From an optimization exercise on the open Yosys and OpenROAD flow, aimed at small area; shortcuts taken in it are not production practice.
Only simulation tests tie the RTL to the original design; equivalence was not proved.
Power and IR drop assume default switching activity.

== run 1 ==
// j1
module j1(
  input wire clk,
  input wire resetq,
  output wire io_rd,
  output wire io_wr,
  output wire [15:0] mem_addr,
  output wire mem_wr,
  output wire [15:0] dout,
  input  wire [15:0] mem_din,
  input  wire [15:0] io_din,
  output wire [12:0] code_addr,
  input  wire [15:0] insn);
  reg [4:0] dsp, rsp;
  reg [15:0] st0;
  reg [12:0] pc;
  reg reboot;
  wire [15:0] st1, rst0;
  wire is_lit  = insn[15];
  wire is_jmp  = (insn[15:13] == 3'b000);
  wire is_cjmp = (insn[15:13] == 3'b001);
  wire is_call = (insn[15:13] == 3'b010);
  wire is_alu  = (insn[15:13] == 3'b011);
  wire [3:0] op = insn[11:8];
  wire [2:0] fn = insn[6:4];
  genvar i;
  wire [15:0] T = st0;
  wire [15:0] N = st1;
  wire sub = op[0] | op[3];
  wire [15:0] a = N ^ {16{sub}};
  wire [15:0] p = a ^ T;
  wire [15:0] g0 = a & T;
  wire [15:0] g1, g2, g3, g4, p1, p2, p3;
  generate
    for (i = 0; i < 16; i = i + 1) begin : g_pfx
      if (i & 1) begin : l1
        assign g1[i] = g0[i] | (p[i] & g0[i - 1]);
        assign p1[i] = p[i] & p[i - 1];
      end else begin : l1n
        assign g1[i] = g0[i];
  ...
Size: ~98 I/O pins, roughly 0.013 mm² of cells after synthesis.
Settings: LEC_CHECK=0, CAP_MARGIN=20, CORE_MARGIN=2, CORE_UTILIZATION=40, SLEW_MARGIN=20, SYNTH_HIERARCHICAL=1; clock period 4.5 ns.
standard.sh (not shown) runs the stock make flow with config.mk's settings and CLKGATE_MAP_FILE= SYNTH_SCRIPT=/design/flow/synth_recipe.tcl, a recipe that flattens the netlist after the stock synthesis.
==> flow/flow/run.sh <==
#!/bin/bash
# The standard layout (standard.sh) with these changes:
# - synthesis is the standard one except that ABC maps the logic with the
#   area-oriented script flow/area.abc (registers are untouched by ABC);
# - the smallest buffer on each port;
# - timing-driven placement that does not keep its trial buffering;
# - a clock tree of clkbuf_8 buffers, at most 14 sinks per leaf buffer,
#   without dummy loads.
set -euo pipefail
W=$PWD
sed 's|^source \$::env(SCRIPTS_DIR)/synth_preamble.tcl$|&\nset abc_args [list -script '"$W"'/flow/area.abc {*}[lrange $abc_args 2 end]]|' \
  "$FLOW_HOME/scripts/synth.tcl" > my_synth_body.tcl
grep -q "flow/area.abc" my_synth_body.tcl
sed 's|^source \$::env(SCRIPTS_DIR)/synth.tcl$|source '"$W"'/my_synth_body.tcl|' synth_recipe.tcl > my_synth.tcl
grep -q "my_synth_body.tcl" my_synth.tcl
sed 's|SYNTH_SCRIPT=[^ ]*|SYNTH_SCRIPT='"$W"'/my_synth.tcl|' standard.sh > my_standard.sh
grep -q "SYNTH_SCRIPT=$W/my_synth.tcl" my_standard.sh
export BUFFER_PORTS_ARGS="-buffer_cell sky130_fd_sc_hd__buf_1"
export GPL_KEEP_OVERFLOW=0
export CTS_ARGS="-sink_clustering_enable -repair_clock_nets -buf_list sky130_fd_sc_hd__clkbuf_8 -sink_clustering_size 17 -sink_clustering_max_diameter 90 -dont_use_dummy_load"
bash my_standard.sh > standard.log 2>&1
==> flow/flow/area.abc <==
strash
&get -n
&st
&syn2
&dch
&nf
&st
&syn2
&dch
&nf
&put
topo
dnsize -c
The inputs of run 2 differ from those of run 1 as listed below.
Settings: SETUP_SLACK_MARGIN newly set to 0.05.
-- flow/flow/run.sh --
<<< run 1, line 6
# - timing-driven placement that does not keep its trial buffering;
# - a clock tree of clkbuf_8 buffers, at most 14 sinks per leaf buffer,
#   without dummy loads.
set -euo pipefail
>>> run 2, line 6
# - timing-driven placement that does not keep its trial buffering;
# - a clock tree of clkbuf_16 leaf buffers without dummy loads.
set -euo pipefail
<<< run 1, line 19
export GPL_KEEP_OVERFLOW=0
export CTS_ARGS="-sink_clustering_enable -repair_clock_nets -buf_list sky130_fd_sc_hd__clkbuf_8 -sink_clustering_size 17 -sink_clustering_max_diameter 90 -dont_use_dummy_load"
bash my_standard.sh > standard.log 2>&1
>>> run 2, line 18
export GPL_KEEP_OVERFLOW=0
export CTS_ARGS="-sink_clustering_enable -repair_clock_nets -buf_list sky130_fd_sc_hd__clkbuf_8 -sink_clustering_size 14 -sink_clustering_max_diameter 80 -dont_use_dummy_load"
bash my_standard.sh > standard.log 2>&1
[summary]
Run 2 finished every stage and its layout cleared the timing, DRC and antenna checks. Combined global-route utilization of all metal layers in run 2 is 0.16 points lower than in run 1. For the clock share of power, run 2 came in 0.7 points higher than run 1 did. On final clock period utilization by the worst path: run 2 sits below run 1. Run 2 reports its library cell contributing the largest single delay on the critical path as sky130_fd_sc_hd__nand3_1 while run 1 reports sky130_fd_sc_hd__a222oi_1. Taking run 1 as the reference, in run 2 non-clock buffer total of the final layout up 9; worst voltage drop across the vdd grid level; fraction of area in clock buffers and inverters climbed 0.43 points; total via count after detailed routing went up 0.87%. Comparing run 2 and run 1, the lower headroom to the max-slew limit is on run 1. On run 2: clock buffer count from CTS is 5 higher than what run 1 gave. When run 2 is set beside run 1, its detailed-routing iteration count for the pre-antenna-repair pass turns out to be 2 larger. Setup slack: run 2 > run 1.
--- input diff run 2..run 3 ---
Settings: SETUP_SLACK_MARGIN no longer set, was 0.05.
-- flow/flow/run.sh --
<<< run 2, line 6
# - timing-driven placement that does not keep its trial buffering;
# - a clock tree of clkbuf_16 leaf buffers without dummy loads.
set -euo pipefail
>>> run 3, line 6
# - timing-driven placement that does not keep its trial buffering;
# - a clock tree of clkbuf_8 buffers, at most 14 sinks per leaf buffer,
#   without dummy loads.
set -euo pipefail
<<< run 2, line 17
export BUFFER_PORTS_ARGS="-buffer_cell sky130_fd_sc_hd__buf_1"
export GPL_KEEP_OVERFLOW=0
export CTS_ARGS="-sink_clustering_enable -repair_clock_nets -buf_list sky130_fd_sc_hd__clkbuf_8 -sink_clustering_size 14 -sink_clustering_max_diameter 80 -dont_use_dummy_load"
>>> run 3, line 18
export BUFFER_PORTS_ARGS="-buffer_cell sky130_fd_sc_hd__buf_1"
export CTS_ARGS="-sink_clustering_enable -repair_clock_nets -buf_list sky130_fd_sc_hd__clkbuf_8 -sink_clustering_size 14 -sink_clustering_max_diameter 80 -dont_use_dummy_load"
The final layout from run 3, which completed every stage, passed the timing, DRC and antenna checks at the end of the flow.
Compared with run 2, run 3 shows wire length that has gone up slightly.
Looking only at global-route usage, and setting everything else aside, the higher value of run 3 and run 2 goes to run 3.
Of run 3 and run 2, run 3 shows the higher number of non-clock buffers, with run 2 below it.
Clock share of power: run 3 < run 2
Comparing run 3 and run 2, number of instances resized during post-cts repair is higher on run 2.
Worst slew slack as a fraction of its limit: run 3 > run 2
Run 3 vs. run 2: final worst setup slack went up; cell area after layout rose by about 2.5%.
For run 4, these inputs were changed with respect to run 3:
-- flow/flow/run.sh --
<<< run 3, line 18
export BUFFER_PORTS_ARGS="-buffer_cell sky130_fd_sc_hd__buf_1"
export CTS_ARGS="-sink_clustering_enable -repair_clock_nets -buf_list sky130_fd_sc_hd__clkbuf_8 -sink_clustering_size 14 -sink_clustering_max_diameter 80 -dont_use_dummy_load"
>>> run 4, line 18
export BUFFER_PORTS_ARGS="-buffer_cell sky130_fd_sc_hd__buf_1"
export GPL_KEEP_OVERFLOW=0
export CTS_ARGS="-sink_clustering_enable -repair_clock_nets -buf_list sky130_fd_sc_hd__clkbuf_8 -sink_clustering_size 14 -sink_clustering_max_diameter 80 -dont_use_dummy_load"
### Flow results
Run 4 ran to completion and came out clean on the timing, DRC and antenna checks. Cmp run 4 vs run 3: fmax lower in run 4. Delta (run 4 minus run 3): critical path depth in cells down 12, time the worst path needs with I/O delays and setup saw an increase, data arrival at the endpoint of the critical path lost 1.23 ns, post-cts gate resize count saw an increase, via count decreased about 2%. NOTE non-clock buffer count run 3->run 4 decreased by more than a quarter. Run 4 vs. run 3: sequential share of layout area went up by 2.0 points.
The following lists how run 5 was set up differently from run 4:
-- flow/flow/run.sh --
<<< run 4, line 6
# - timing-driven placement that does not keep its trial buffering;
# - a clock tree of clkbuf_8 buffers, at most 14 sinks per leaf buffer,
#   without dummy loads.
set -euo pipefail
>>> run 5, line 6
# - timing-driven placement that does not keep its trial buffering;
# - a clock tree of clkbuf_16 leaf buffers without dummy loads.
set -euo pipefail
### Flow results
Re number of antenna cells inserted: no difference whatsoever between run 4 and run 5. The via count was comparable across run 4 and run 5. Comparing run 4 against run 5, there is no change at all in total placed cells including tap cells. | period utilization | run 4 vs run 5 | ≈ equal |.
Edits applied to the flow inputs when going from run 5 to run 6:
-- flow/flow/run.sh --
<<< run 5, line 18
export GPL_KEEP_OVERFLOW=0
export CTS_ARGS="-sink_clustering_enable -repair_clock_nets -buf_list sky130_fd_sc_hd__clkbuf_8 -sink_clustering_size 14 -sink_clustering_max_diameter 80 -dont_use_dummy_load"
bash my_standard.sh > standard.log 2>&1
>>> run 6, line 18
export GPL_KEEP_OVERFLOW=0
export CTS_ARGS="-sink_clustering_enable -repair_clock_nets -buf_list sky130_fd_sc_hd__clkbuf_16 -sink_clustering_size 26 -sink_clustering_max_diameter 110 -dont_use_dummy_load"
bash my_standard.sh > standard.log 2>&1
Results
- As far as share of post-route cells with drive strength above 1 is concerned, run 5 and run 6 perform about the same.
- Sequential power delta (run 5 -> run 6): insignificant
- Sort run 5 and run 6 by sequential share of layout area, descending, and run 5 comes first.
- Run 6 did not stop at any stage, and its layout met the timing, DRC and antenna checks.
- Final standard cell area without fillers, run 6 vs run 5: up slightly

## static timing again, ports no longer ideal
In the flow no input, the clock included, has a driving cell. The finished layouts below were timed again as built, in two steps.
Step 1 assumes that a clkbuf_16 drives the clock port and a buf_2 every other input.
Step 2 moves the port delays by t, midway between the first and last clock arrival at a register: inputs arrive t later, outputs are due t later. That takes back most of the time a late clock gives input paths.
Slacks: ideal / step 1 / step 2; pairs: ideal / step 1.
| run | shift t [ns] | slack for setup (ns) | slew at the worst register clock pin (ns) | worst slew at a driven data input, ns |
|---|---|---|---|---|
| run 1 | 0.591 | 0.113 / 0.106 / -0.370 | 0.12 / 0.12 | 0.04 |
| run 2 | 0.608 | 0.178 / 0.178 / -0.173 | 0.10 / 0.10 | 0.06 |
| run 3 | 0.615 | 0.209 / 0.209 / 0.209 | 0.10 / 0.10 | 0.05 |
| run 4 | 0.612 | 0.149 / 0.101 / -0.425 | 0.10 / 0.10 | 0.04 |
| run 5 | 0.612 | 0.149 / 0.101 / -0.425 | 0.10 / 0.10 | 0.04 |
| run 6 | 0.537 | 0.124 / 0.079 / -0.387 | 0.11 / 0.11 | 0.04 |
Met with ideal ports but missed after step 2: setup timing in 5 of these runs.
